Source: an optimization exercise on an open RTL-to-GDS flow (aim: small area). Production flows keep margins and buffers that such runs may drop.
In this exercise RTL edits were held to simulation tests only and were not proved equivalent to the original.
Power and IR drop assume default switching activity.

==> flow/design.v <==
module ALU(input [7:0] a, b, input [3:0] oper, input clk,
           output reg [7:0] msb, lsb);
    wire [7:0] pp [0:7];
    wire [7:0] s  [0:7];    
    wire [6:0] c  [0:7];    
    wire [15:0] prod;
    genvar i, j, k;
    generate
        for (i = 0; i < 8; i = i + 1) begin : ppg
            assign pp[i] = a & {8{b[i]}};
        end
        assign s[0] = pp[0];
        assign c[0] = 7'h00;
        for (i = 1; i < 8; i = i + 1) begin : mrow
            for (j = 0; j < 7; j = j + 1) begin : mcl
                wire x = pp[i][j];
                wire y = s[i-1][j+1];
                wire z = c[i-1][j];
                assign s[i][j] = x ^ y ^ z;
                assign c[i][j] = (x & y) | (x & z) | (y & z);
            end
            assign s[i][7] = pp[i][7];
        end
        for (i = 0; i < 8; i = i + 1) begin : plo
            assign prod[i] = s[i][0];
        end
    endgenerate
    wire [7:0] fc;
    assign fc[0] = 1'b0;
    generate
        for (j = 0; j < 7; j = j + 1) begin : fadd
            wire x = s[7][j+1];
            wire y = c[7][j];
            assign prod[8+j] = x ^ y ^ fc[j];
            assign fc[j+1] = (x & y) | (x & fc[j]) | (y & fc[j]);
        end
    endgenerate
    assign prod[15] = fc[7];
    wire isdiv = (oper == 4'h3) | (oper == 4'h4);
    wire add   = (oper == 4'h0);
    wire gt    = (oper == 4'hE);
    wire [7:0] q;
    wire co;
    generate
        for (k = 7; k >= 0; k = k - 1) begin : row
            localparam integer W = 8 - k;
            wire [W-1:0] x;
            wire [W-1:0] bb;
            wire [W:0]   cc;
            wire [W-1:0] r;
            wire         qq;
            if (k == 7) begin : first
                assign x = a[7];
            end else begin : next
                assign x = {row[k+1].r, a[k]};
            end
            if (k == 0) begin : r0
                assign bb = b ^ {8{add}};
                assign cc[0] = ~(add | gt);
                assign qq = ~isdiv | cc[W];
                assign co = cc[W];
            end else begin : rk
                assign bb = b[W-1:0];
                assign cc[0] = 1'b1;
                assign qq = isdiv & ~|b[7:W] & cc[W];
            end
            for (j = 0; j < W; j = j + 1) begin : bt
                assign cc[j+1] = (x[j] & ~bb[j]) | (x[j] & cc[j]) | (~bb[j] & cc[j]);
                assign r[j] = x[j] ^ (qq & (~bb[j] ^ cc[j]));
            end
            assign q[k] = (k == 0) ? cc[W] : qq;
        end
    endgenerate
    wire [7:0] rem = row[0].r;
    always @(posedge clk) begin
        case (oper)
            4'h0: {msb, lsb} <= {7'h00, co, rem};
            4'h1: {msb, lsb} <= {{8{~co}}, rem};
            4'h2: {msb, lsb} <= prod;
            4'h3: {msb, lsb} <= {8'h00, q};
            4'h4: {msb, lsb} <= {8'h00, rem};
            4'h5: {msb, lsb} <= {8'h00, a & b};
            4'h6: {msb, lsb} <= {8'hFF, ~(a & b)};
            4'h7: {msb, lsb} <= {8'h00, a | b};
            4'h8: {msb, lsb} <= {8'hFF, ~(a | b)};
            4'h9: {msb, lsb} <= {8'h00, a ^ b};
            4'hA: {msb, lsb} <= {8'hFF, a ~^ b};
            4'hB: {msb, lsb} <= {8'hFF, ~a};
            4'hC: {msb, lsb} <= {7'h00, a, 1'b0};
            4'hD: {msb, lsb} <= {9'h000, a[7:1]};
            4'hE: {msb, lsb} <= {15'h0000, co};
            default: {msb, lsb} <= {15'h0000, ~co};
        endcase
    end
endmodule
==> flow/flow/run.sh <==
#!/bin/bash
# Own flow: the standard synthesis (kept for reference), then the
# hand-built netlist in flow/net.v (same registers, same names) in its place,
# then the standard layout from floorplan to finish. Port buffers are
# buf_1 cells.
set -euo pipefail
R=orfs/results/$FLOW_PLATFORM/ALU/base
bash standard.sh synth > std_synth.log 2>&1
cp $R/1_2_yosys.v std_1_2_yosys.v
cp flow/net.v $R/1_2_yosys.v
touch $R/1_2_yosys.v
bash standard.sh "BUFFER_PORTS_ARGS=-buffer_cell sky130_fd_sc_hd__buf_2" finish > layout.log 2>&1
==> flow/standard.sh <==
#!/bin/bash
# synth_recipe.tcl (not shown) runs the flow's synth.tcl, then flattens the netlist and writes it again
# the make line also repeats each setting of config.mk as NAME=value (left out here)
make -C /OpenROAD-flow-scripts/flow DESIGN_CONFIG=/design/flow/config.mk WORK_HOME=/design/flow/orfs CLKGATE_MAP_FILE= SYNTH_SCRIPT=/design/flow/synth_recipe.tcl "${@:-finish}"
==> flow/config.mk <==
export PLATFORM = sky130hd
export DESIGN_NAME = ALU
export DESIGN_NICKNAME = ALU
export VERILOG_FILES = /design/flow/design.v
export SDC_FILE = /design/flow/constraint.sdc
export NUM_CORES = 4
export LEC_CHECK = 0
export CAP_MARGIN = 0
export CORE_MARGIN = 2
export CORE_UTILIZATION = 40
export CTS_BUF_LIST = sky130_fd_sc_hd__clkbuf_4
export GPL_TIMING_DRIVEN = 0
export SETUP_SLACK_MARGIN = -0.8
export SLEW_MARGIN = 0
==> flow/constraint.sdc <==
create_clock -name core_clock -period 12.5 [get_ports {clk}]
set_input_delay 2.5000 -clock core_clock [delete_from_list [all_inputs] [get_ports {clk}]]
set_output_delay 2.5000 -clock core_clock [all_outputs]
set_load 0.01 [all_outputs]
Not shown: flow/flow/net.v
==> run summary, run 1 <==
WHS Endpoint - msb[0]
met3 WL - 379 um
Placer Congestion - 0.872
port buffer count - 36
WP buf/inv - 3
first-pass GRT wire length - 14500 um
area post-placement - 0.00386 mm2
gr busiest metal - met2
io pins - 37
CTS tree - yes
# rows - 34
wire per inst - 14.2 um
slowest cell delay on critical path - 0.29 ns
status - timing/DRC/antenna clean
Top Metal Used - met4
Worst Path Max Fanout - 16
Synth Area per Inst - 7.73 um2
Mapped Area - 0.00355 mm2
final setup fails - 0
sequential cell count - 16
Slew headroom - 14.6%
routed wl met2 - 4060 um
# resized after CTS - 0
Clk pwr share - 7.6%
Placed Cells - 603
clk sink count - 16
f_max - 0.0828 GHz
grt met2 use - 31.3%
Clock H-tree levels - 1
Setup crit start kind - input port
top cell category - multi-input combinational cells
area of the die - 0.00964 mm2
CTS Buf Count - 3
WP data arrival - 12.26 ns
largest net degree at the start of global routing - 29
Sw Pwr - 158 uW
power per cell area - 88.9 mW/mm2
Net Sw Frac - 45.3%
fin nets - 569
==> inputs of run 2 (changes only) <==
==> flow/flow/net.v (replaced) <==
module ALU(a, b, oper, clk, msb, lsb);
input [7:0] a; input [7:0] b; input [3:0] oper; input clk;
output [7:0] msb; output [7:0] lsb;
wire n0,n2,n3,n4,n5,n6,n7,n8,n9,n10,n11,n12,n13,n14,n15,n16,n17,n18,n19,n20;
wire n21,n22,n23,n24,n25,n26,n27,n28,n29,n30,n31,n32,n33,n34,n35,n36,n37,n38,n39,n40;
wire n41,n42,n43,n44,n45,n46,n47,n48,n49,n50,n51,n52,n53,n54,n55,n56,n57,n58,n59,n60;
wire n61,n62,n63,n64,n65,n66,n67,n68,n69,n70,n71,n72,n73,n74,n75,n76,n77,n78,n79,n80;
wire n81,n82,n83,n84,n85,n86,n87,n88,n89,n90,n91,n92,n93,n94,n95,n96,n97,n98,n99,n100;
wire n101,n102,n103,n104,n105,n106,n107,n108,n109,n110,n111,n112,n113,n114,n115,n116,n117,n118,n119,n120;
wire n121,n122,n123,n124,n125,n126,n127,n128,n129,n130,n131,n132,n133,n134,n135,n136,n137,n138,n139,n140;
wire n141,n142,n143,n144,n145,n146,n147,n148,n149,n150,n151,n152,n153,n154,n155,n156,n157,n158,n159,n160;
wire n161,n162,n163,n164,n165,n166,n167,n168,n169,n170,n171,n172,n173,n174,n175,n176,n177,n178,n179,n180;
wire n181,n182,n183,n184,n185,n186,n187,n188,n189,n190,n191,n192,n193,n194,n195,n196,n197,n198,n199,n200;
wire n201,n202,n203,n204,n205,n206,n207,n208,n209,n210,n211,n212,n213,n214,n215,n216,n217,n218,n219,n220;
wire n221,n222,n223,n224,n225,n226,n227,n228,n229,n230,n231,n232,n233,n234,n235,n236,n237,n238,n239,n240;
wire n241,n242,n243,n244,n245,n246,n247,n248,n249,n250,n251,n252,n253,n254,n255,n256,n257,n258,n259,n260;
wire n261,n262,n263,n264,n265,n266,n267,n268,n269,n270,n271,n272,n273,n274,n275,n276,n277,n278,n279,n280;
wire n281,n282,n283,n284,n285,n286,n287,n288,n289,n290,n291,n292,n293,n294,n295,n296,n297,n298,n299,n300;
wire n301,n302,n303,n304,n305,n306,n307,n308,n309,n310,n311,n312,n313,n314,n315,n316,n317,n318,n319,n320;
wire n321,n322,n323,n324,n325,n326,n327,n328,n329,n330,n331,n332,n333,n334,n335,n336,n337,n338,n339,n340;
wire n341,n342,n343,n344,n345,n346,n347,n348,n349,n350,n351,n352,n353,n354,n355,n356,n357,n358,n359,n360;
wire n361,n362,n363,n364,n365,n366,n367,n368,n369,n370,n371,n372,n373,n374,n375,n376,n377,n378,n379,n380;
wire n381,n382,n383,n384,n385,n386,n387,n388,n389,n390,n391,n392,n393,n394,n395,n396,n397,n398,n399,n400;
wire n401,n402,n403,n404,n405,n406,n407,n408,n409,n410,n411,n412,n413,n414,n415,n416,n417,n418,n419,n420;
wire n421,n422,n423,n424,n425,n426,n427,n428,n429,n430,n431,n432,n433,n434,n435,n436,n437,n438,n439,n440;
wire n441,n442,n443,n444,n445,n446,n447,n448,n449,n450,n451,n452,n453,n454,n455,n456,n457,n458,n459,n460;
wire n461,n462,n463,n464,n465,n466,n467,n468,n469,n470,n471,n472,n473,n474,n475,n476,n477,n478,n479,n480;
wire n481,n482,n483,n484,n485,n486,n487,n488,n489,n490,n491,n492;
sky130_fd_sc_hd__clkinv_1 g0(.A(b[3]),.Y(n2));
sky130_fd_sc_hd__clkinv_1 g1(.A(b[1]),.Y(n3));
sky130_fd_sc_hd__clkinv_1 g2(.A(b[0]),.Y(n0));
sky130_fd_sc_hd__clkinv_1 g3(.A(b[5]),.Y(n4));
sky130_fd_sc_hd__nor3_1 g4(.A(b[6]),.B(b[5]),.C(b[7]),.Y(n5));
sky130_fd_sc_hd__nor2_1 g5(.A(b[3]),.B(b[4]),.Y(n6));
sky130_fd_sc_hd__nand2_1 g6(.A(n5),.B(n6),.Y(n7));
sky130_fd_sc_hd__nor3_1 g7(.A(b[1]),.B(b[2]),.C(n7),.Y(n8));
sky130_fd_sc_hd__clkinv_1 g8(.A(a[7]),.Y(n9));
sky130_fd_sc_hd__a21oi_1 g9(.A1(n8),.A2(b[0]),.B1(n9),.Y(n10));
sky130_fd_sc_hd__clkinv_1 g10(.A(b[1]),.Y(n11));
sky130_fd_sc_hd__nor2_1 g11(.A(a[7]),.B(n11),.Y(n12));
sky130_fd_sc_hd__clkinv_1 g12(.A(b[0]),.Y(n13));
sky130_fd_sc_hd__clkinv_1 g13(.A(b[2]),.Y(n14));
sky130_fd_sc_hd__o2111ai_1 g14(.A1(a[6]),.A2(n13),.B1(n14),.C1(n6),.D1(n5),.Y(n15));
sky130_fd_sc_hd__nor2_1 g15(.A(n12),.B(n15),.Y(n16));
sky130_fd_sc_hd__o31ai_1 g16(.A1(n13),.A2(n12),.A3(n15),.B1(a[6]),.Y(n17));
sky130_fd_sc_hd__o21ai_0 g17(.A1(n11),.A2(n15),.B1(n10),.Y(n18));
sky130_fd_sc_hd__nor2_1 g18(.A(a[5]),.B(n13),.Y(n19));
sky130_fd_sc_hd__xor2_1 g19(.A(b[1]),.B(n19),.X(n20));
sky130_fd_sc_hd__nand2_1 g20(.A(n17),.B(n20),.Y(n21));
sky130_fd_sc_hd__nand2_1 g21(.A(n19),.B(b[1]),.Y(n22));
sky130_fd_sc_hd__nand2_1 g22(.A(n21),.B(n22),.Y(n23));
sky130_fd_sc_hd__a21oi_1 g23(.A1(n23),.A2(b[2]),.B1(n7),.Y(n24));
sky130_fd_sc_hd__o21ai_0 g24(.A1(b[2]),.A2(n23),.B1(n18),.Y(n25));
sky130_fd_sc_hd__and2_2 g25(.A(n24),.B(n25),.X(n26));
sky130_fd_sc_hd__o21a_1 g26(.A1(n13),.A2(a[7]),.B1(n8),.X(n27));
sky130_fd_sc_hd__clkinv_1 g27(.A(oper[1]),.Y(n28));
sky130_fd_sc_hd__nand2_1 g28(.A(n28),.B(oper[2]),.Y(n29));
sky130_fd_sc_hd__nand2_1 g29(.A(oper[1]),.B(oper[0]),.Y(n30));
sky130_fd_sc_hd__a21oi_1 g30(.A1(oper[0]),.A2(oper[2]),.B1(oper[3]),.Y(n31));
sky130_fd_sc_hd__a21boi_0 g31(.A1(n29),.A2(n30),.B1_N(n31),.Y(n32));
sky130_fd_sc_hd__clkinv_1 g32(.A(n32),.Y(n33));
sky130_fd_sc_hd__a31oi_1 g33(.A1(n11),.A2(n14),.A3(n13),.B1(n33),.Y(n34));
sky130_fd_sc_hd__a21oi_1 g34(.A1(n24),.A2(n34),.B1(n9),.Y(n35));
sky130_fd_sc_hd__nor2_1 g35(.A(a[1]),.B(n13),.Y(n36));
sky130_fd_sc_hd__nor2_1 g36(.A(a[2]),.B(n13),.Y(n37));
sky130_fd_sc_hd__nor2_1 g37(.A(a[3]),.B(n13),.Y(n38));
sky130_fd_sc_hd__nor2_1 g38(.A(a[4]),.B(n13),.Y(n39));
sky130_fd_sc_hd__nand3_1 g39(.A(n24),.B(n25),.C(n32),.Y(n40));
sky130_fd_sc_hd__o21ai_0 g40(.A1(n13),.A2(n40),.B1(a[5]),.Y(n41));
sky130_fd_sc_hd__nand4_1 g41(.A(n24),.B(n25),.C(n19),.D(n32),.Y(n42));
sky130_fd_sc_hd__nand2_1 g42(.A(n41),.B(n42),.Y(n43));
sky130_fd_sc_hd__or2_2 g43(.A(b[7]),.B(n33),.X(n44));
sky130_fd_sc_hd__nand2_1 g44(.A(n32),.B(n5),.Y(n45));
sky130_fd_sc_hd__nor2_1 g45(.A(b[6]),.B(n44),.Y(n46));
sky130_fd_sc_hd__nor2_1 g46(.A(b[4]),.B(n45),.Y(n47));
sky130_fd_sc_hd__nand4_1 g47(.A(n24),.B(n25),.C(n20),.D(n32),.Y(n48));
sky130_fd_sc_hd__clkinv_1 g48(.A(a[6]),.Y(n49));
sky130_fd_sc_hd__a31oi_1 g49(.A1(n16),.A2(b[0]),.A3(n32),.B1(n49),.Y(n50));
sky130_fd_sc_hd__nor2_1 g50(.A(n21),.B(n40),.Y(n51));
sky130_fd_sc_hd__a21oi_1 g51(.A1(n48),.A2(n50),.B1(n51),.Y(n52));
sky130_fd_sc_hd__clkinv_1 g52(.A(n53),.Y(n54));
sky130_fd_sc_hd__nor2_1 g53(.A(oper[0]),.B(oper[2]),.Y(n55));
sky130_fd_sc_hd__clkinv_1 g54(.A(n55),.Y(n56));
sky130_fd_sc_hd__clkinv_1 g55(.A(oper[1]),.Y(n57));
sky130_fd_sc_hd__clkinv_1 g56(.A(oper[3]),.Y(n58));
sky130_fd_sc_hd__nand2_1 g57(.A(n57),.B(n58),.Y(n59));
sky130_fd_sc_hd__nor2_1 g58(.A(n56),.B(n59),.Y(n60));
sky130_fd_sc_hd__clkinv_1 g59(.A(n60),.Y(n61));
sky130_fd_sc_hd__nor2_1 g60(.A(b[3]),.B(n61),.Y(n62));
sky130_fd_sc_hd__a21oi_1 g61(.A1(b[3]),.A2(n61),.B1(n62),.Y(n63));
sky130_fd_sc_hd__nor2_1 g62(.A(b[1]),.B(n61),.Y(n64));
sky130_fd_sc_hd__a21oi_1 g63(.A1(b[1]),.A2(n61),.B1(n64),.Y(n65));
sky130_fd_sc_hd__clkinv_1 g64(.A(oper[2]),.Y(n66));
sky130_fd_sc_hd__nor2_1 g65(.A(n57),.B(oper[3]),.Y(n67));
sky130_fd_sc_hd__nand3_1 g66(.A(oper[0]),.B(n66),.C(n67),.Y(n68));
sky130_fd_sc_hd__clkinv_1 g67(.A(n68),.Y(n69));
sky130_fd_sc_hd__nand2_1 g68(.A(b[6]),.B(n61),.Y(n70));
sky130_fd_sc_hd__o21ai_0 g69(.A1(b[6]),.A2(n61),.B1(n70),.Y(n71));
sky130_fd_sc_hd__nand2_1 g70(.A(b[4]),.B(n61),.Y(n72));
sky130_fd_sc_hd__o21ai_0 g71(.A1(b[4]),.A2(n61),.B1(n72),.Y(n73));
sky130_fd_sc_hd__nand2_1 g72(.A(b[2]),.B(n61),.Y(n74));
sky130_fd_sc_hd__o21ai_0 g73(.A1(b[2]),.A2(n61),.B1(n74),.Y(n75));
sky130_fd_sc_hd__clkinv_1 g74(.A(oper[0]),.Y(n76));
sky130_fd_sc_hd__nor3_1 g75(.A(n76),.B(oper[2]),.C(n59),.Y(n77));
sky130_fd_sc_hd__clkinv_1 g76(.A(n77),.Y(n78));
sky130_fd_sc_hd__nand2_1 g77(.A(n55),.B(n67),.Y(n79));
sky130_fd_sc_hd__nor2_1 g78(.A(n76),.B(n66),.Y(n80));
sky130_fd_sc_hd__clkinv_1 g79(.A(n80),.Y(n81));
sky130_fd_sc_hd__nor3_1 g80(.A(oper[1]),.B(n58),.C(n81),.Y(n82));
sky130_fd_sc_hd__nor4_1 g81(.A(oper[1]),.B(n58),.C(oper[0]),.D(n66),.Y(n83));
sky130_fd_sc_hd__nor2_1 g82(.A(b[5]),.B(n61),.Y(n84));
sky130_fd_sc_hd__a21oi_1 g83(.A1(b[5]),.A2(n61),.B1(n84),.Y(n85));
sky130_fd_sc_hd__nor2_1 g84(.A(n57),.B(n58),.Y(n86));
sky130_fd_sc_hd__clkinv_1 g85(.A(n86),.Y(n87));
sky130_fd_sc_hd__o22ai_1 g86(.A1(oper[2]),.A2(oper[3]),.B1(n66),.B2(n67),.Y(n88));
sky130_fd_sc_hd__a21oi_1 g87(.A1(oper[0]),.A2(n87),.B1(n88),.Y(n89));
sky130_fd_sc_hd__clkinv_1 g88(.A(n89),.Y(n90));
sky130_fd_sc_hd__a22oi_1 g89(.A1(n81),.A2(n87),.B1(oper[3]),.B2(n56),.Y(n91));
sky130_fd_sc_hd__nor3_1 g90(.A(n55),.B(n88),.C(n86),.Y(n92));
sky130_fd_sc_hd__nor2_1 g91(.A(n55),.B(n88),.Y(n93));
sky130_fd_sc_hd__clkinv_1 g92(.A(b[0]),.Y(n94));
sky130_fd_sc_hd__nand3_1 g93(.A(n76),.B(oper[2]),.C(n86),.Y(n95));
sky130_fd_sc_hd__nand2_1 g94(.A(n94),.B(n95),.Y(n96));
sky130_fd_sc_hd__o21ai_0 g95(.A1(n94),.A2(n95),.B1(n96),.Y(n97));
sky130_fd_sc_hd__nand2b_1 g96(.A_N(a[0]),.B(n96),.Y(n98));
sky130_fd_sc_hd__o221ai_1 g97(.A1(n94),.A2(n95),.B1(b[0]),.B2(n61),.C1(n98),.Y(n99));
sky130_fd_sc_hd__nor2_1 g98(.A(b[7]),.B(n61),.Y(n100));
sky130_fd_sc_hd__a21oi_1 g99(.A1(b[7]),.A2(n61),.B1(n100),.Y(n101));
sky130_fd_sc_hd__nor2_1 g100(.A(n81),.B(n87),.Y(n102));
sky130_fd_sc_hd__nand2_1 g101(.A(n68),.B(n95),.Y(n103));
sky130_fd_sc_hd__nor2_1 g102(.A(n59),.B(n80),.Y(n53));
sky130_fd_sc_hd__a211oi_1 g103(.A1(n82),.A2(a[1]),.B1(n104),.C1(n105),.Y(n106));
sky130_fd_sc_hd__a21oi_1 g104(.A1(n107),.A2(n108),.B1(n109),.Y(n110));
sky130_fd_sc_hd__a21oi_1 g105(.A1(n111),.A2(n112),.B1(n113),.Y(n114));
sky130_fd_sc_hd__a21oi_1 g106(.A1(n115),.A2(n116),.B1(n117),.Y(n118));
sky130_fd_sc_hd__a21oi_1 g107(.A1(n83),.A2(a[6]),.B1(n119),.Y(n120));
sky130_fd_sc_hd__a21oi_1 g108(.A1(n121),.A2(n122),.B1(n123),.Y(n124));
sky130_fd_sc_hd__a21oi_1 g109(.A1(n125),.A2(n126),.B1(n127),.Y(n128));
sky130_fd_sc_hd__a21oi_1 g110(.A1(n129),.A2(n130),.B1(n131),.Y(n132));
sky130_fd_sc_hd__a21oi_1 g111(.A1(n133),.A2(n134),.B1(n135),.Y(n136));
sky130_fd_sc_hd__a21oi_1 g112(.A1(n137),.A2(n138),.B1(n139),.Y(n140));
sky130_fd_sc_hd__a21oi_1 g113(.A1(n141),.A2(n142),.B1(n143),.Y(n144));
sky130_fd_sc_hd__a21oi_1 g114(.A1(n145),.A2(n146),.B1(n147),.Y(n148));
sky130_fd_sc_hd__a21oi_1 g115(.A1(n149),.A2(n150),.B1(n151),.Y(n152));
sky130_fd_sc_hd__a221oi_1 g116(.A1(n83),.A2(a[0]),.B1(n82),.B2(a[2]),.C1(n153),.Y(n154));
sky130_fd_sc_hd__a221oi_1 g117(.A1(n83),.A2(a[1]),.B1(n82),.B2(a[3]),.C1(n155),.Y(n156));
sky130_fd_sc_hd__a221oi_1 g118(.A1(n83),.A2(a[2]),.B1(n82),.B2(a[4]),.C1(n157),.Y(n158));
sky130_fd_sc_hd__a221oi_1 g119(.A1(n83),.A2(a[3]),.B1(n82),.B2(a[5]),.C1(n159),.Y(n160));
sky130_fd_sc_hd__a221oi_1 g120(.A1(n83),.A2(a[4]),.B1(n82),.B2(a[6]),.C1(n161),.Y(n162));
sky130_fd_sc_hd__a221oi_1 g121(.A1(n83),.A2(a[5]),.B1(n82),.B2(a[7]),.C1(n163),.Y(n164));
sky130_fd_sc_hd__a2bb2oi_1 g122(.A1_N(n79),.A2_N(n165),.B1(n69),.B2(n166),.Y(n167));
sky130_fd_sc_hd__a2bb2oi_1 g123(.A1_N(n79),.A2_N(n168),.B1(n69),.B2(n169),.Y(n170));
sky130_fd_sc_hd__a2bb2oi_1 g124(.A1_N(n79),.A2_N(n171),.B1(n69),.B2(n26),.Y(n172));
sky130_fd_sc_hd__a2bb2oi_1 g125(.A1_N(n79),.A2_N(n173),.B1(n69),.B2(n16),.Y(n174));
sky130_fd_sc_hd__a2bb2oi_1 g126(.A1_N(n79),.A2_N(n175),.B1(n69),.B2(n27),.Y(n176));
sky130_fd_sc_hd__fa_1 g127(.A(n177),.B(n178),.CIN(n179),.COUT(n180),.SUM(n181));
sky130_fd_sc_hd__fa_1 g128(.A(n182),.B(n183),.CIN(n184),.COUT(n185),.SUM(n186));
sky130_fd_sc_hd__fa_1 g129(.A(n187),.B(n188),.CIN(n189),.COUT(n190),.SUM(n191));
sky130_fd_sc_hd__fa_1 g130(.A(n192),.B(n193),.CIN(n194),.COUT(n195),.SUM(n196));
sky130_fd_sc_hd__fa_1 g131(.A(n197),.B(n198),.CIN(n199),.COUT(n200),.SUM(n201));
sky130_fd_sc_hd__fa_1 g132(.A(n202),.B(n203),.CIN(n204),.COUT(n205),.SUM(n206));
sky130_fd_sc_hd__fa_1 g133(.A(n207),.B(n208),.CIN(n209),.COUT(n210),.SUM(n211));
sky130_fd_sc_hd__fa_1 g134(.A(n212),.B(n213),.CIN(n214),.COUT(n215),.SUM(n216));
sky130_fd_sc_hd__fa_1 g135(.A(n217),.B(n191),.CIN(n218),.COUT(n219),.SUM(n220));
sky130_fd_sc_hd__fa_1 g136(.A(n221),.B(n196),.CIN(n190),.COUT(n222),.SUM(n223));
sky130_fd_sc_hd__fa_1 g137(.A(n224),.B(n201),.CIN(n195),.COUT(n225),.SUM(n226));
sky130_fd_sc_hd__fa_1 g138(.A(n227),.B(n206),.CIN(n200),.COUT(n228),.SUM(n229));
sky130_fd_sc_hd__fa_1 g139(.A(n230),.B(n231),.CIN(n232),.COUT(n233),.SUM(n234));
sky130_fd_sc_hd__fa_1 g140(.A(n235),.B(n236),.CIN(n205),.COUT(n237),.SUM(n238));
sky130_fd_sc_hd__fa_1 g141(.A(n239),.B(n216),.CIN(n210),.COUT(n240),.SUM(n171));
sky130_fd_sc_hd__fa_1 g142(.A(n241),.B(n220),.CIN(n215),.COUT(n242),.SUM(n243));
sky130_fd_sc_hd__fa_1 g143(.A(n244),.B(n223),.CIN(n219),.COUT(n245),.SUM(n246));
sky130_fd_sc_hd__fa_1 g144(.A(n247),.B(n226),.CIN(n222),.COUT(n248),.SUM(n249));
sky130_fd_sc_hd__fa_1 g145(.A(n250),.B(n229),.CIN(n225),.COUT(n251),.SUM(n252));
sky130_fd_sc_hd__fa_1 g146(.A(n253),.B(n238),.CIN(n228),.COUT(n254),.SUM(n255));
sky130_fd_sc_hd__fa_1 g147(.A(n256),.B(n257),.CIN(n237),.COUT(n258),.SUM(n259));
sky130_fd_sc_hd__fa_1 g148(.A(n260),.B(n243),.CIN(n240),.COUT(n261),.SUM(n173));
sky130_fd_sc_hd__fa_1 g149(.A(n262),.B(n246),.CIN(n242),.COUT(n263),.SUM(n264));
sky130_fd_sc_hd__fa_1 g150(.A(n265),.B(n266),.CIN(n267),.COUT(n189),.SUM(n268));
sky130_fd_sc_hd__fa_1 g151(.A(n269),.B(n249),.CIN(n245),.COUT(n270),.SUM(n271));
sky130_fd_sc_hd__fa_1 g152(.A(n272),.B(n252),.CIN(n248),.COUT(n273),.SUM(n274));
sky130_fd_sc_hd__fa_1 g153(.A(n275),.B(n255),.CIN(n251),.COUT(n276),.SUM(n277));
sky130_fd_sc_hd__fa_1 g154(.A(n278),.B(n259),.CIN(n254),.COUT(n279),.SUM(n280));
sky130_fd_sc_hd__fa_1 g155(.A(n281),.B(n282),.CIN(n258),.COUT(n283),.SUM(n284));
sky130_fd_sc_hd__fa_1 g156(.A(n285),.B(n264),.CIN(n261),.COUT(n286),.SUM(n175));
sky130_fd_sc_hd__fa_1 g157(.A(n287),.B(n271),.CIN(n263),.COUT(n288),.SUM(n289));
sky130_fd_sc_hd__fa_1 g158(.A(n290),.B(n274),.CIN(n270),.COUT(n291),.SUM(n292));
sky130_fd_sc_hd__fa_1 g159(.A(n293),.B(n277),.CIN(n273),.COUT(n294),.SUM(n295));
sky130_fd_sc_hd__fa_1 g160(.A(n296),.B(n280),.CIN(n276),.COUT(n297),.SUM(n298));
sky130_fd_sc_hd__fa_1 g161(.A(n299),.B(n300),.CIN(n301),.COUT(n194),.SUM(n188));
sky130_fd_sc_hd__fa_1 g162(.A(n302),.B(n284),.CIN(n279),.COUT(n303),.SUM(n304));
sky130_fd_sc_hd__fa_1 g163(.A(n305),.B(n306),.CIN(n283),.COUT(n307),.SUM(n308));
sky130_fd_sc_hd__fa_1 g164(.A(n292),.B(n288),.CIN(n309),.COUT(n310),.SUM(n311));
sky130_fd_sc_hd__fa_1 g165(.A(n295),.B(n291),.CIN(n310),.COUT(n312),.SUM(n313));
sky130_fd_sc_hd__fa_1 g166(.A(n298),.B(n294),.CIN(n312),.COUT(n314),.SUM(n315));
sky130_fd_sc_hd__fa_1 g167(.A(n304),.B(n297),.CIN(n314),.COUT(n316),.SUM(n317));
sky130_fd_sc_hd__fa_1 g168(.A(n308),.B(n303),.CIN(n316),.COUT(n318),.SUM(n319));
sky130_fd_sc_hd__fa_1 g169(.A(n320),.B(n307),.CIN(n318),.COUT(n321),.SUM(n322));
sky130_fd_sc_hd__fa_1 g170(.A(n323),.B(n324),.CIN(n325),.COUT(n199),.SUM(n193));
sky130_fd_sc_hd__fa_1 g171(.A(n326),.B(n327),.CIN(n328),.COUT(n204),.SUM(n198));
sky130_fd_sc_hd__fa_1 g172(.A(n329),.B(n186),.CIN(n180),.COUT(n209),.SUM(n168));
sky130_fd_sc_hd__fa_1 g173(.A(n330),.B(n234),.CIN(n185),.COUT(n214),.SUM(n208));
sky130_fd_sc_hd__fa_1 g174(.A(n331),.B(n268),.CIN(n233),.COUT(n218),.SUM(n213));
sky130_fd_sc_hd__mux2i_1 g175(.A0(n102),.A1(n103),.S(n332),.Y(n333));
sky130_fd_sc_hd__mux2i_1 g176(.A0(n77),.A1(n60),.S(n332),.Y(n334));
sky130_fd_sc_hd__mux4_1 g177(.A0(n89),.A1(n93),.A2(n92),.A3(n91),.S0(b[0]),.S1(a[0]),.X(n104));
sky130_fd_sc_hd__mux4_1 g178(.A0(n89),.A1(n93),.A2(n92),.A3(n91),.S0(b[1]),.S1(a[1]),.X(n153));
sky130_fd_sc_hd__mux4_1 g179(.A0(n89),.A1(n93),.A2(n92),.A3(n91),.S0(b[2]),.S1(a[2]),.X(n155));
sky130_fd_sc_hd__mux4_1 g180(.A0(n89),.A1(n93),.A2(n92),.A3(n91),.S0(b[3]),.S1(a[3]),.X(n157));
sky130_fd_sc_hd__mux4_1 g181(.A0(n89),.A1(n93),.A2(n92),.A3(n91),.S0(b[4]),.S1(a[4]),.X(n159));
sky130_fd_sc_hd__mux4_1 g182(.A0(n89),.A1(n93),.A2(n92),.A3(n91),.S0(b[5]),.S1(a[5]),.X(n161));
sky130_fd_sc_hd__mux4_1 g183(.A0(n89),.A1(n93),.A2(n92),.A3(n91),.S0(b[6]),.S1(a[6]),.X(n163));
sky130_fd_sc_hd__mux4_1 g184(.A0(n89),.A1(n93),.A2(n92),.A3(n91),.S0(b[7]),.S1(a[7]),.X(n119));
sky130_fd_sc_hd__nand2_1 g185(.A(a[0]),.B(b[0]),.Y(n335));
sky130_fd_sc_hd__nand2_1 g186(.A(a[1]),.B(b[0]),.Y(n336));
sky130_fd_sc_hd__nand2_1 g187(.A(a[2]),.B(b[1]),.Y(n337));
sky130_fd_sc_hd__nand2_1 g188(.A(n338),.B(n85),.Y(n339));
sky130_fd_sc_hd__nand2_1 g189(.A(n340),.B(n71),.Y(n115));
sky130_fd_sc_hd__nand2_1 g190(.A(n341),.B(n101),.Y(n342));
sky130_fd_sc_hd__nand2_1 g191(.A(n83),.B(a[7]),.Y(n343));
sky130_fd_sc_hd__nand2_1 g192(.A(n53),.B(n344),.Y(n345));
sky130_fd_sc_hd__nand2_1 g193(.A(n53),.B(n346),.Y(n347));
sky130_fd_sc_hd__nand2_1 g194(.A(n53),.B(n348),.Y(n349));
sky130_fd_sc_hd__nand2_1 g195(.A(n53),.B(n350),.Y(n351));
sky130_fd_sc_hd__nand2_1 g196(.A(n334),.B(n352),.Y(n353));
sky130_fd_sc_hd__nand2_1 g197(.A(a[3]),.B(b[1]),.Y(n354));
sky130_fd_sc_hd__nand2_1 g198(.A(a[4]),.B(b[1]),.Y(n355));
sky130_fd_sc_hd__nand2_1 g199(.A(a[5]),.B(b[1]),.Y(n356));
sky130_fd_sc_hd__nand2_1 g200(.A(a[6]),.B(b[1]),.Y(n357));
sky130_fd_sc_hd__nand2_1 g201(.A(a[7]),.B(b[1]),.Y(n327));
sky130_fd_sc_hd__nand2_1 g202(.A(a[0]),.B(b[2]),.Y(n177));
sky130_fd_sc_hd__nand2_1 g203(.A(a[1]),.B(b[2]),.Y(n182));
sky130_fd_sc_hd__nand2_1 g204(.A(a[2]),.B(b[2]),.Y(n230));
sky130_fd_sc_hd__nand2_1 g205(.A(a[3]),.B(b[2]),.Y(n265));
sky130_fd_sc_hd__nand2_1 g206(.A(a[2]),.B(b[0]),.Y(n358));
sky130_fd_sc_hd__nand2_1 g207(.A(a[4]),.B(b[2]),.Y(n299));
sky130_fd_sc_hd__nand2_1 g208(.A(a[5]),.B(b[2]),.Y(n323));
sky130_fd_sc_hd__nand2_1 g209(.A(a[6]),.B(b[2]),.Y(n326));
sky130_fd_sc_hd__nand2_1 g210(.A(a[7]),.B(b[2]),.Y(n203));
sky130_fd_sc_hd__nand2_1 g211(.A(a[0]),.B(b[3]),.Y(n329));
sky130_fd_sc_hd__nand2_1 g212(.A(a[1]),.B(b[3]),.Y(n330));
sky130_fd_sc_hd__nand2_1 g213(.A(a[2]),.B(b[3]),.Y(n331));
sky130_fd_sc_hd__nand2_1 g214(.A(a[3]),.B(b[3]),.Y(n187));
sky130_fd_sc_hd__nand2_1 g215(.A(a[4]),.B(b[3]),.Y(n192));
sky130_fd_sc_hd__nand2_1 g216(.A(a[5]),.B(b[3]),.Y(n197));
sky130_fd_sc_hd__nand2_1 g217(.A(a[3]),.B(b[0]),.Y(n359));
sky130_fd_sc_hd__nand2_1 g218(.A(a[6]),.B(b[3]),.Y(n202));
sky130_fd_sc_hd__nand2_1 g219(.A(a[7]),.B(b[3]),.Y(n236));
sky130_fd_sc_hd__nand2_1 g220(.A(a[0]),.B(b[4]),.Y(n207));
sky130_fd_sc_hd__nand2_1 g221(.A(a[1]),.B(b[4]),.Y(n212));
sky130_fd_sc_hd__nand2_1 g222(.A(a[2]),.B(b[4]),.Y(n217));
sky130_fd_sc_hd__nand2_1 g223(.A(a[3]),.B(b[4]),.Y(n221));
sky130_fd_sc_hd__nand2_1 g224(.A(a[4]),.B(b[4]),.Y(n224));
sky130_fd_sc_hd__nand2_1 g225(.A(a[5]),.B(b[4]),.Y(n227));
sky130_fd_sc_hd__nand2_1 g226(.A(a[6]),.B(b[4]),.Y(n235));
sky130_fd_sc_hd__nand2_1 g227(.A(a[7]),.B(b[4]),.Y(n257));
sky130_fd_sc_hd__nand2_1 g228(.A(a[4]),.B(b[0]),.Y(n360));
sky130_fd_sc_hd__nand2_1 g229(.A(a[0]),.B(b[5]),.Y(n239));
sky130_fd_sc_hd__nand2_1 g230(.A(a[1]),.B(b[5]),.Y(n241));
sky130_fd_sc_hd__nand2_1 g231(.A(a[2]),.B(b[5]),.Y(n244));
sky130_fd_sc_hd__nand2_1 g232(.A(a[3]),.B(b[5]),.Y(n247));
sky130_fd_sc_hd__nand2_1 g233(.A(a[4]),.B(b[5]),.Y(n250));
sky130_fd_sc_hd__nand2_1 g234(.A(a[5]),.B(b[5]),.Y(n253));
sky130_fd_sc_hd__nand2_1 g235(.A(a[6]),.B(b[5]),.Y(n256));
sky130_fd_sc_hd__nand2_1 g236(.A(a[7]),.B(b[5]),.Y(n282));
sky130_fd_sc_hd__nand2_1 g237(.A(a[0]),.B(b[6]),.Y(n260));
sky130_fd_sc_hd__nand2_1 g238(.A(a[1]),.B(b[6]),.Y(n262));
sky130_fd_sc_hd__nand2_1 g239(.A(a[5]),.B(b[0]),.Y(n361));
sky130_fd_sc_hd__nand2_1 g240(.A(a[2]),.B(b[6]),.Y(n269));
sky130_fd_sc_hd__nand2_1 g241(.A(a[3]),.B(b[6]),.Y(n272));
sky130_fd_sc_hd__nand2_1 g242(.A(a[4]),.B(b[6]),.Y(n275));
sky130_fd_sc_hd__nand2_1 g243(.A(a[5]),.B(b[6]),.Y(n278));
sky130_fd_sc_hd__nand2_1 g244(.A(a[6]),.B(b[6]),.Y(n281));
sky130_fd_sc_hd__nand2_1 g245(.A(a[7]),.B(b[6]),.Y(n306));
sky130_fd_sc_hd__nand2_1 g246(.A(a[0]),.B(b[7]),.Y(n285));
sky130_fd_sc_hd__nand2_1 g247(.A(a[1]),.B(b[7]),.Y(n287));
sky130_fd_sc_hd__nand2_1 g248(.A(a[2]),.B(b[7]),.Y(n290));
sky130_fd_sc_hd__nand2_1 g249(.A(a[3]),.B(b[7]),.Y(n293));
sky130_fd_sc_hd__nand2_1 g250(.A(a[6]),.B(b[0]),.Y(n362));
sky130_fd_sc_hd__nand2_1 g251(.A(a[4]),.B(b[7]),.Y(n296));
sky130_fd_sc_hd__nand2_1 g252(.A(a[5]),.B(b[7]),.Y(n302));
sky130_fd_sc_hd__nand2_1 g253(.A(a[6]),.B(b[7]),.Y(n305));
sky130_fd_sc_hd__nand2_1 g254(.A(a[7]),.B(b[7]),.Y(n320));
sky130_fd_sc_hd__nand2_1 g255(.A(n43),.B(n3),.Y(n363));
sky130_fd_sc_hd__nand2_1 g256(.A(n52),.B(b[2]),.Y(n107));
sky130_fd_sc_hd__nand2_1 g257(.A(n35),.B(n2),.Y(n364));
sky130_fd_sc_hd__nand2_1 g258(.A(n47),.B(n365),.Y(n366));
sky130_fd_sc_hd__nand2_1 g259(.A(n367),.B(n3),.Y(n368));
sky130_fd_sc_hd__nand2_1 g260(.A(n369),.B(b[2]),.Y(n111));
sky130_fd_sc_hd__nand2_1 g261(.A(a[7]),.B(b[0]),.Y(n370));
sky130_fd_sc_hd__nand2_1 g262(.A(n371),.B(n2),.Y(n372));
sky130_fd_sc_hd__nand2_1 g263(.A(n373),.B(b[4]),.Y(n121));
sky130_fd_sc_hd__nand2_1 g264(.A(n169),.B(b[0]),.Y(n374));
sky130_fd_sc_hd__nand2_1 g265(.A(n169),.B(n375),.Y(n376));
sky130_fd_sc_hd__nand2_1 g266(.A(n169),.B(n377),.Y(n378));
sky130_fd_sc_hd__nand2_1 g267(.A(n169),.B(n379),.Y(n380));
sky130_fd_sc_hd__nand2_1 g268(.A(n169),.B(n381),.Y(n382));
sky130_fd_sc_hd__nand2_1 g269(.A(n383),.B(n3),.Y(n384));
sky130_fd_sc_hd__nand2_1 g270(.A(n385),.B(b[2]),.Y(n125));
sky130_fd_sc_hd__nand2_1 g271(.A(n386),.B(n2),.Y(n387));
sky130_fd_sc_hd__nand2_1 g272(.A(a[0]),.B(b[1]),.Y(n388));
sky130_fd_sc_hd__nand2_1 g273(.A(n389),.B(b[4]),.Y(n129));
sky130_fd_sc_hd__nand2_1 g274(.A(n390),.B(n4),.Y(n391));
sky130_fd_sc_hd__nand2_1 g275(.A(n46),.B(n392),.Y(n393));
sky130_fd_sc_hd__nand2_1 g276(.A(n394),.B(n3),.Y(n395));
sky130_fd_sc_hd__nand2_1 g277(.A(n396),.B(b[2]),.Y(n133));
sky130_fd_sc_hd__nand2_1 g278(.A(n397),.B(n2),.Y(n398));
sky130_fd_sc_hd__nand2_1 g279(.A(n399),.B(b[4]),.Y(n137));
sky130_fd_sc_hd__nand2_1 g280(.A(n400),.B(n4),.Y(n401));
sky130_fd_sc_hd__nand2_1 g281(.A(n402),.B(b[6]),.Y(n141));
sky130_fd_sc_hd__nand2_1 g282(.A(n166),.B(b[0]),.Y(n403));
sky130_fd_sc_hd__nand2_1 g283(.A(a[1]),.B(b[1]),.Y(n404));
sky130_fd_sc_hd__nand2_1 g284(.A(n166),.B(n405),.Y(n406));
sky130_fd_sc_hd__nand2_1 g285(.A(n166),.B(n407),.Y(n408));
sky130_fd_sc_hd__nand2_1 g286(.A(n166),.B(n409),.Y(n410));
sky130_fd_sc_hd__nand2_1 g287(.A(n166),.B(n411),.Y(n412));
sky130_fd_sc_hd__nand2_1 g288(.A(n166),.B(n413),.Y(n414));
sky130_fd_sc_hd__nand2_1 g289(.A(n166),.B(n415),.Y(n416));
sky130_fd_sc_hd__nand2_1 g290(.A(n417),.B(n65),.Y(n418));
sky130_fd_sc_hd__nand2_1 g291(.A(n419),.B(n75),.Y(n145));
sky130_fd_sc_hd__nand2_1 g292(.A(n420),.B(n63),.Y(n421));
sky130_fd_sc_hd__nand2_1 g293(.A(n422),.B(n73),.Y(n149));
sky130_fd_sc_hd__nand3_1 g294(.A(n345),.B(n423),.C(n156),.Y(n424));
sky130_fd_sc_hd__nand3_1 g295(.A(n347),.B(n425),.C(n160),.Y(n426));
sky130_fd_sc_hd__nand3_1 g296(.A(n349),.B(n174),.C(n164),.Y(n427));
sky130_fd_sc_hd__nand3_1 g297(.A(n351),.B(n333),.C(n106),.Y(n428));
sky130_fd_sc_hd__nor2_1 g298(.A(n43),.B(n3),.Y(n429));
sky130_fd_sc_hd__nor2_1 g299(.A(n52),.B(b[2]),.Y(n109));
sky130_fd_sc_hd__nor2_1 g300(.A(n373),.B(b[4]),.Y(n123));
sky130_fd_sc_hd__nor2_1 g301(.A(n45),.B(n124),.Y(n169));
sky130_fd_sc_hd__nor2_1 g302(.A(n383),.B(n3),.Y(n430));
sky130_fd_sc_hd__nor2_1 g303(.A(n385),.B(b[2]),.Y(n127));
sky130_fd_sc_hd__nor2_1 g304(.A(n386),.B(n2),.Y(n431));
sky130_fd_sc_hd__nor2_1 g305(.A(n389),.B(b[4]),.Y(n131));
sky130_fd_sc_hd__nor2_1 g306(.A(n390),.B(n4),.Y(n432));
sky130_fd_sc_hd__nor2_1 g307(.A(n393),.B(n0),.Y(n433));
sky130_fd_sc_hd__nor2_1 g308(.A(n393),.B(n434),.Y(n435));
sky130_fd_sc_hd__nor2_1 g309(.A(n393),.B(n436),.Y(n437));
sky130_fd_sc_hd__nor2_1 g310(.A(n35),.B(n2),.Y(n438));
sky130_fd_sc_hd__nor2_1 g311(.A(n393),.B(n439),.Y(n440));
sky130_fd_sc_hd__nor2_1 g312(.A(n393),.B(n441),.Y(n442));
sky130_fd_sc_hd__nor2_1 g313(.A(n393),.B(n443),.Y(n444));
sky130_fd_sc_hd__nor2_1 g314(.A(n394),.B(n3),.Y(n445));
sky130_fd_sc_hd__nor2_1 g315(.A(n396),.B(b[2]),.Y(n135));
sky130_fd_sc_hd__nor2_1 g316(.A(n397),.B(n2),.Y(n446));
sky130_fd_sc_hd__nor2_1 g317(.A(n399),.B(b[4]),.Y(n139));
sky130_fd_sc_hd__nor2_1 g318(.A(n400),.B(n4),.Y(n447));
sky130_fd_sc_hd__nor2_1 g319(.A(n402),.B(b[6]),.Y(n143));
sky130_fd_sc_hd__nor2_1 g320(.A(n417),.B(n65),.Y(n448));
sky130_fd_sc_hd__nor2_1 g321(.A(n366),.B(n0),.Y(n449));
sky130_fd_sc_hd__nor2_1 g322(.A(n419),.B(n75),.Y(n147));
sky130_fd_sc_hd__nor2_1 g323(.A(n420),.B(n63),.Y(n450));
sky130_fd_sc_hd__nor2_1 g324(.A(n422),.B(n73),.Y(n151));
sky130_fd_sc_hd__nor2_1 g325(.A(n338),.B(n85),.Y(n451));
sky130_fd_sc_hd__nor2_1 g326(.A(n340),.B(n71),.Y(n117));
sky130_fd_sc_hd__nor2_1 g327(.A(n341),.B(n101),.Y(n452));
sky130_fd_sc_hd__nor2_1 g328(.A(n453),.B(n97),.Y(n454));
sky130_fd_sc_hd__nor2_1 g329(.A(n453),.B(n455),.Y(n456));
sky130_fd_sc_hd__nor2_1 g330(.A(n453),.B(n457),.Y(n458));
sky130_fd_sc_hd__nor2_1 g331(.A(n453),.B(n459),.Y(n460));
sky130_fd_sc_hd__nor2_1 g332(.A(n366),.B(n461),.Y(n462));
sky130_fd_sc_hd__nor2_1 g333(.A(n453),.B(n463),.Y(n464));
sky130_fd_sc_hd__nor2_1 g334(.A(n453),.B(n465),.Y(n466));
sky130_fd_sc_hd__nor2_1 g335(.A(n453),.B(n467),.Y(n468));
sky130_fd_sc_hd__nor2_1 g336(.A(n453),.B(n469),.Y(n470));
sky130_fd_sc_hd__nor2_1 g337(.A(n79),.B(n335),.Y(n105));
sky130_fd_sc_hd__nor2_1 g338(.A(n366),.B(n471),.Y(n472));
sky130_fd_sc_hd__nor2_1 g339(.A(n366),.B(n473),.Y(n474));
sky130_fd_sc_hd__nor2_1 g340(.A(n367),.B(n3),.Y(n475));
sky130_fd_sc_hd__nor2_1 g341(.A(n369),.B(b[2]),.Y(n113));
sky130_fd_sc_hd__nor2_1 g342(.A(n371),.B(n2),.Y(n476));
sky130_fd_sc_hd__nor2_2 g343(.A(n44),.B(n144),.Y(n166));
sky130_fd_sc_hd__nor2_2 g344(.A(n33),.B(n332),.Y(n453));
sky130_fd_sc_hd__o211a_1 g345(.A1(n79),.A2(n477),.B1(n90),.C1(n343),.X(n352));
sky130_fd_sc_hd__o211ai_1 g346(.A1(n54),.A2(n478),.B1(n167),.C1(n154),.Y(n479));
sky130_fd_sc_hd__o211ai_1 g347(.A1(n54),.A2(n480),.B1(n170),.C1(n158),.Y(n481));
sky130_fd_sc_hd__o211ai_1 g348(.A1(n54),.A2(n482),.B1(n172),.C1(n162),.Y(n483));
sky130_fd_sc_hd__o211ai_1 g349(.A1(n54),.A2(n484),.B1(n176),.C1(n120),.Y(n485));
sky130_fd_sc_hd__o21ai_1 g350(.A1(n429),.A2(n39),.B1(n363),.Y(n108));
sky130_fd_sc_hd__o21ai_1 g351(.A1(n438),.A2(n110),.B1(n364),.Y(n365));
sky130_fd_sc_hd__o21ai_1 g352(.A1(n448),.A2(n99),.B1(n418),.Y(n146));
sky130_fd_sc_hd__o21ai_1 g353(.A1(n450),.A2(n148),.B1(n421),.Y(n150));
sky130_fd_sc_hd__o21ai_1 g354(.A1(n451),.A2(n152),.B1(n339),.Y(n116));
sky130_fd_sc_hd__o21ai_1 g355(.A1(n452),.A2(n118),.B1(n342),.Y(n332));
sky130_fd_sc_hd__o21ai_1 g356(.A1(n475),.A2(n38),.B1(n368),.Y(n112));
sky130_fd_sc_hd__o21ai_1 g357(.A1(n476),.A2(n114),.B1(n372),.Y(n122));
sky130_fd_sc_hd__o21ai_1 g358(.A1(n430),.A2(n37),.B1(n384),.Y(n126));
sky130_fd_sc_hd__o21ai_1 g359(.A1(n431),.A2(n128),.B1(n387),.Y(n130));
sky130_fd_sc_hd__o21ai_1 g360(.A1(n432),.A2(n132),.B1(n391),.Y(n392));
sky130_fd_sc_hd__o21ai_1 g361(.A1(n445),.A2(n36),.B1(n395),.Y(n134));
sky130_fd_sc_hd__o21ai_1 g362(.A1(n446),.A2(n136),.B1(n398),.Y(n138));
sky130_fd_sc_hd__o21ai_1 g363(.A1(n447),.A2(n140),.B1(n401),.Y(n142));
sky130_fd_sc_hd__o221ai_1 g364(.A1(n78),.A2(n332),.B1(n79),.B2(n311),.C1(n90),.Y(n486));
sky130_fd_sc_hd__o221ai_1 g365(.A1(n78),.A2(n332),.B1(n79),.B2(n313),.C1(n90),.Y(n487));
sky130_fd_sc_hd__o221ai_1 g366(.A1(n78),.A2(n332),.B1(n79),.B2(n315),.C1(n90),.Y(n488));
sky130_fd_sc_hd__o221ai_1 g367(.A1(n78),.A2(n332),.B1(n79),.B2(n317),.C1(n90),.Y(n489));
sky130_fd_sc_hd__o221ai_1 g368(.A1(n78),.A2(n332),.B1(n79),.B2(n319),.C1(n90),.Y(n490));
sky130_fd_sc_hd__o221ai_1 g369(.A1(n78),.A2(n332),.B1(n79),.B2(n322),.C1(n90),.Y(n491));
sky130_fd_sc_hd__o221ai_1 g370(.A1(n78),.A2(n332),.B1(n79),.B2(n321),.C1(n90),.Y(n492));
sky130_fd_sc_hd__o22a_1 g371(.A1(n68),.A2(n393),.B1(n79),.B2(n181),.X(n423));
sky130_fd_sc_hd__o22a_1 g372(.A1(n68),.A2(n366),.B1(n79),.B2(n211),.X(n425));
sky130_fd_sc_hd__or2_1 g373(.A(n388),.B(n336),.X(n179));
sky130_fd_sc_hd__or2_1 g374(.A(n404),.B(n358),.X(n184));
sky130_fd_sc_hd__or2_1 g375(.A(n337),.B(n359),.X(n232));
sky130_fd_sc_hd__or2_1 g376(.A(n354),.B(n360),.X(n267));
sky130_fd_sc_hd__or2_1 g377(.A(n355),.B(n361),.X(n301));
sky130_fd_sc_hd__or2_1 g378(.A(n356),.B(n362),.X(n325));
sky130_fd_sc_hd__or2_1 g379(.A(n357),.B(n370),.X(n328));
sky130_fd_sc_hd__or2_1 g380(.A(n289),.B(n286),.X(n309));
sky130_fd_sc_hd__xnor2_1 g381(.A(n388),.B(n336),.Y(n165));
sky130_fd_sc_hd__xnor2_1 g382(.A(n404),.B(n358),.Y(n178));
sky130_fd_sc_hd__xnor2_1 g383(.A(n52),.B(n472),.Y(n371));
sky130_fd_sc_hd__xnor2_1 g384(.A(b[3]),.B(n110),.Y(n473));
sky130_fd_sc_hd__xnor2_1 g385(.A(n35),.B(n474),.Y(n373));
sky130_fd_sc_hd__xnor2_1 g386(.A(a[3]),.B(n374),.Y(n383));
sky130_fd_sc_hd__xnor2_1 g387(.A(b[2]),.B(n112),.Y(n377));
sky130_fd_sc_hd__xnor2_1 g388(.A(b[4]),.B(n122),.Y(n381));
sky130_fd_sc_hd__xnor2_1 g389(.A(b[1]),.B(n37),.Y(n434));
sky130_fd_sc_hd__xnor2_1 g390(.A(n383),.B(n435),.Y(n396));
sky130_fd_sc_hd__xnor2_1 g391(.A(n385),.B(n437),.Y(n397));
sky130_fd_sc_hd__xnor2_1 g392(.A(b[3]),.B(n128),.Y(n439));
sky130_fd_sc_hd__xnor2_1 g393(.A(n337),.B(n359),.Y(n183));
sky130_fd_sc_hd__xnor2_1 g394(.A(n386),.B(n440),.Y(n399));
sky130_fd_sc_hd__xnor2_1 g395(.A(n389),.B(n442),.Y(n400));
sky130_fd_sc_hd__xnor2_1 g396(.A(b[5]),.B(n132),.Y(n443));
sky130_fd_sc_hd__xnor2_1 g397(.A(n390),.B(n444),.Y(n402));
sky130_fd_sc_hd__xnor2_1 g398(.A(a[1]),.B(n403),.Y(n417));
sky130_fd_sc_hd__xnor2_1 g399(.A(b[2]),.B(n134),.Y(n407));
sky130_fd_sc_hd__xnor2_1 g400(.A(b[4]),.B(n138),.Y(n411));
sky130_fd_sc_hd__xnor2_1 g401(.A(b[6]),.B(n142),.Y(n415));
sky130_fd_sc_hd__xnor2_1 g402(.A(n417),.B(n456),.Y(n478));
sky130_fd_sc_hd__xnor2_1 g403(.A(n419),.B(n458),.Y(n344));
sky130_fd_sc_hd__xnor2_1 g404(.A(n354),.B(n360),.Y(n231));
sky130_fd_sc_hd__xnor2_1 g405(.A(n420),.B(n460),.Y(n480));
sky130_fd_sc_hd__xnor2_1 g406(.A(n422),.B(n464),.Y(n346));
sky130_fd_sc_hd__xnor2_1 g407(.A(n338),.B(n466),.Y(n482));
sky130_fd_sc_hd__xnor2_1 g408(.A(n340),.B(n468),.Y(n348));
sky130_fd_sc_hd__xnor2_1 g409(.A(n341),.B(n470),.Y(n484));
sky130_fd_sc_hd__xnor2_1 g410(.A(n355),.B(n361),.Y(n266));
sky130_fd_sc_hd__xnor2_1 g411(.A(n356),.B(n362),.Y(n300));
sky130_fd_sc_hd__xnor2_1 g412(.A(n357),.B(n370),.Y(n324));
sky130_fd_sc_hd__xnor2_1 g413(.A(n289),.B(n286),.Y(n477));
sky130_fd_sc_hd__xnor2_1 g414(.A(b[1]),.B(n39),.Y(n461));
sky130_fd_sc_hd__xnor2_1 g415(.A(n43),.B(n462),.Y(n369));
sky130_fd_sc_hd__xor2_1 g416(.A(a[4]),.B(n449),.X(n367));
sky130_fd_sc_hd__xor2_1 g417(.A(b[2]),.B(n108),.X(n471));
sky130_fd_sc_hd__xor2_1 g418(.A(b[4]),.B(n130),.X(n441));
sky130_fd_sc_hd__xor2_1 g419(.A(b[1]),.B(n36),.X(n405));
sky130_fd_sc_hd__xor2_1 g420(.A(n394),.B(n406),.X(n419));
sky130_fd_sc_hd__xor2_1 g421(.A(n396),.B(n408),.X(n420));
sky130_fd_sc_hd__xor2_1 g422(.A(b[3]),.B(n136),.X(n409));
sky130_fd_sc_hd__xor2_1 g423(.A(n397),.B(n410),.X(n422));
sky130_fd_sc_hd__xor2_1 g424(.A(n399),.B(n412),.X(n338));
sky130_fd_sc_hd__xor2_1 g425(.A(b[5]),.B(n140),.X(n413));
sky130_fd_sc_hd__xor2_1 g426(.A(n400),.B(n414),.X(n340));
sky130_fd_sc_hd__xor2_1 g427(.A(n402),.B(n416),.X(n341));
sky130_fd_sc_hd__xor2_1 g428(.A(b[1]),.B(n38),.X(n375));
sky130_fd_sc_hd__xor2_1 g429(.A(a[0]),.B(n454),.X(n350));
sky130_fd_sc_hd__xor2_1 g430(.A(n65),.B(n99),.X(n455));
sky130_fd_sc_hd__xor2_1 g431(.A(n75),.B(n146),.X(n457));
sky130_fd_sc_hd__xor2_1 g432(.A(n63),.B(n148),.X(n459));
sky130_fd_sc_hd__xor2_1 g433(.A(n73),.B(n150),.X(n463));
sky130_fd_sc_hd__xor2_1 g434(.A(n85),.B(n152),.X(n465));
sky130_fd_sc_hd__xor2_1 g435(.A(n71),.B(n116),.X(n467));
sky130_fd_sc_hd__xor2_1 g436(.A(n101),.B(n118),.X(n469));
sky130_fd_sc_hd__xor2_1 g437(.A(n367),.B(n376),.X(n385));
sky130_fd_sc_hd__xor2_1 g438(.A(n369),.B(n378),.X(n386));
sky130_fd_sc_hd__xor2_1 g439(.A(b[3]),.B(n114),.X(n379));
sky130_fd_sc_hd__xor2_1 g440(.A(n371),.B(n380),.X(n389));
sky130_fd_sc_hd__xor2_1 g441(.A(n373),.B(n382),.X(n390));
sky130_fd_sc_hd__xor2_1 g442(.A(a[2]),.B(n433),.X(n394));
sky130_fd_sc_hd__xor2_1 g443(.A(b[2]),.B(n126),.X(n436));
sky130_fd_sc_hd__dfxtp_1 \lsb[0]$_DFF_P_ (.CLK(clk),.D(n428),.Q(lsb[0]));
sky130_fd_sc_hd__dfxtp_1 \lsb[1]$_DFF_P_ (.CLK(clk),.D(n479),.Q(lsb[1]));
sky130_fd_sc_hd__dfxtp_1 \lsb[2]$_DFF_P_ (.CLK(clk),.D(n424),.Q(lsb[2]));
sky130_fd_sc_hd__dfxtp_1 \lsb[3]$_DFF_P_ (.CLK(clk),.D(n481),.Q(lsb[3]));
sky130_fd_sc_hd__dfxtp_1 \lsb[4]$_DFF_P_ (.CLK(clk),.D(n426),.Q(lsb[4]));
sky130_fd_sc_hd__dfxtp_1 \lsb[5]$_DFF_P_ (.CLK(clk),.D(n483),.Q(lsb[5]));
sky130_fd_sc_hd__dfxtp_1 \lsb[6]$_DFF_P_ (.CLK(clk),.D(n427),.Q(lsb[6]));
sky130_fd_sc_hd__dfxtp_1 \lsb[7]$_DFF_P_ (.CLK(clk),.D(n485),.Q(lsb[7]));
sky130_fd_sc_hd__dfxtp_1 \msb[0]$_DFF_P_ (.CLK(clk),.D(n353),.Q(msb[0]));
sky130_fd_sc_hd__dfxtp_1 \msb[1]$_DFF_P_ (.CLK(clk),.D(n486),.Q(msb[1]));
sky130_fd_sc_hd__dfxtp_1 \msb[2]$_DFF_P_ (.CLK(clk),.D(n487),.Q(msb[2]));
sky130_fd_sc_hd__dfxtp_1 \msb[3]$_DFF_P_ (.CLK(clk),.D(n488),.Q(msb[3]));
sky130_fd_sc_hd__dfxtp_1 \msb[4]$_DFF_P_ (.CLK(clk),.D(n489),.Q(msb[4]));
sky130_fd_sc_hd__dfxtp_1 \msb[5]$_DFF_P_ (.CLK(clk),.D(n490),.Q(msb[5]));
sky130_fd_sc_hd__dfxtp_1 \msb[6]$_DFF_P_ (.CLK(clk),.D(n491),.Q(msb[6]));
sky130_fd_sc_hd__dfxtp_1 \msb[7]$_DFF_P_ (.CLK(clk),.D(n492),.Q(msb[7]));
endmodule
--- a/flow/config.mk
+++ b/flow/config.mk
@@ -12,3 +12,3 @@
 export GPL_TIMING_DRIVEN = 0
-export SETUP_SLACK_MARGIN = -0.8
+export SETUP_SLACK_MARGIN = -1.1
 export SLEW_MARGIN = 0
==> run summary, run 2 <==
initial core utilization - 40.9%
WP data arrival - 12.29 ns (+0.03 ns)
all-layer global routing usage - 18.8%
Critical Path Most Common Cell - o21ai_1
CP required - 12.65 ns
Die Width - 98.2 um
crit share post-route - 97.1%
f_max - 0.0824 GHz (-0.48%)
Die Height - 98.2 um
setup TNS - 0 ns
diode count - 0
Congestion Overflow GR - 0
Worst Path Max Fanout - 17 (+1)
Leak - 1.43 nW
CP max stage cell - o21ai_0
vias in the first global route - 3170
Layout area overhead - 10.4%
Slew headroom - 15.5% (+0.89 points)
Setup crit start kind - input port
initial antenna violation count - 0
Via Count - 3241
Worst IR Drop VDD - 40.2 uV
minimum clock period - 12.14 ns
Final ANT Viol Nets - 0
final setup fails - 0 (unchanged)
hpwl dp - 6850 um
Core Region - 0.00868 mm2
fin worst setup slack - 0.364 ns
slowest cell delay on critical path - 0.36 ns (+0.07 ns)
# hold bufs at CTS - 0
Clock Path Buffers - 2
commonest cells after routing, fill and taps aside - nand2_1, nor2_1, fa_1, buf_2, xnor2_1
Clock H-tree levels - 1 (unchanged)
status - timing/DRC/antenna clean
Mapped Area - 0.00355 mm2 (unchanged)
commonest non-fill, non-tap cell in the layout - nand2_1
CTS clk-pin slew, worst paths - 0.09 ns
Hold Path Class - input port to flop
Placer Congestion - 0.840 (-3.6%)
CTS Buf Count - 3 (unchanged)
CTS Root Cell - clkbuf_4
area of the die - 0.00964 mm2 (unchanged)
Synth Area per Inst - 7.71 um2 (-0.22%)
largest net degree at the start of global routing - 28 (-3.4%)
post-synthesis cell count - 460
io pins - 37 (unchanged)
Design Power - 348 uW
fin nets - 571 (+0.35%)
max-slew violation count - 0
WS Path Type - input port to flop
power per cell area - 88.9 mW/mm2 (about the same)
port buffer count - 36 (unchanged)
clk sink count - 16 (unchanged)
layout cell share with drive strength beyond 1 - 9.40%
Place WS - -0.791 ns
YS warnings - 1
first-pass GRT wire length - 14900 um (+3.1%)
drt first pass iters - 4
Worst Tran Pin Value - 1.26 ns
DRC - 0
CTS tree - yes
initial drt markers - 78
drt total wl - 8760 um
vias per inst - 5.33
wire per inst - 14.4 um (+1.8%)
# rows - 34 (unchanged)
crit path capture type - flop
max-cap viol count - 0
syn_nets - 529
final hold vios - 0
Fill cells - 889
[run 2: timing repair]
action,in CTS,in global routing
gates resized for setup,0,5
setup buffers,0,1
endpoints found under the setup margin,0,16
[run 2: worst max-delay path: cells and delay by family]
family          cells  cell delay (ns)
compound gates     30             5.20
simple gates       19             2.66
xor+xnor            5             1.22
buf+inv             2             0.64
[run 2: power breakdown]
group | switching (mW) | internal, mW
registers | 0.00179 | 0.0607
logic | 0.142 | 0.118
clock network | 0.0145 | 0.0112
[run 2: layer usage]
layer  wire (um)  up-vias  track usage [%]  share of wire [%]
met5           0        -                0                  0
met4         131        0             3.58                1.5
met3         287       10             1.29                3.3
met2        4120       63             33.4                 47
met1        4230     1539             25.6                 48
li1            -     1629                -                  -
[run 2: final timing paths]
kind / from / endpoint / slack, ns / depth (start not counted)
setup / recovery: b[0] / lsb[5] / 0.36 / 56
hold / removal: oper[2] / msb[0] / 2.66 / 4
[run 2: final cells by class]
type                            instances  area, um2  share of cell area [%]
Sequential cell                        16        320                    8.18
Tap cell                              108        135                    3.45
Timing Repair Buffer                   37        188                    4.79
Inverter                               24       93.8                    2.40
Multi-Input combinational cell        420       3160                    80.6
Clock buffer                            3       22.5                   0.575
[run 2: metrics by stage]
stage / hold slack [ns] / cell area (um2) / instances / util (%)
6_report: 2.66 / 3920 / 608 / 45.1
5_1_grt: 2.71 / 3920 / 608 / 45.1
4_1_cts: 2.65 / 3890 / 607 / 44.8
3_5_place_dp: 2.89 / 3860 / 604 / 44.5
3_3_place_gp: 2.89 / 3860 / 604 / 44.5
2_1_floorplan: 2.64 / 3550 / 460 / -

static timing again, ports no longer ideal:
In the flow no input, the clock included, has a driving cell. The finished layouts below were timed again as built, in two steps. Step 1, drivers: a clkbuf_16 drives clk and a buf_2 each remaining input, both assumed. Step 2 moves the port delays by t, midway between the first and last clock arrival at a register: inputs arrive t later, outputs are due t later. That takes back most of the time a late clock gives input paths. Slacks: ideal ports / drivers / drivers and shift; pairs: ideal ports / drivers.
| run | shift t [ns] | setup slack, ns | worst hold slack (ns) | latest minus earliest clock arrival (ns) | pins driven straight from the clock port |
|---|---|---|---|---|---|
| run 1 | 0.306 | 0.422 / 0.423 / 0.117 | 2.660 / 2.655 / 2.922 | 0.003 / 0.003 | 1 |
| run 2 | 0.295 | 0.364 / 0.362 / 0.066 | 2.663 / 2.667 / 2.921 | 0.003 / 0.003 | 1 |
After both steps every run listed still meets setup and hold. The setup slack of run 1, which loses most, moves by +0.001 ns with the drivers and by -0.305 ns with both steps.
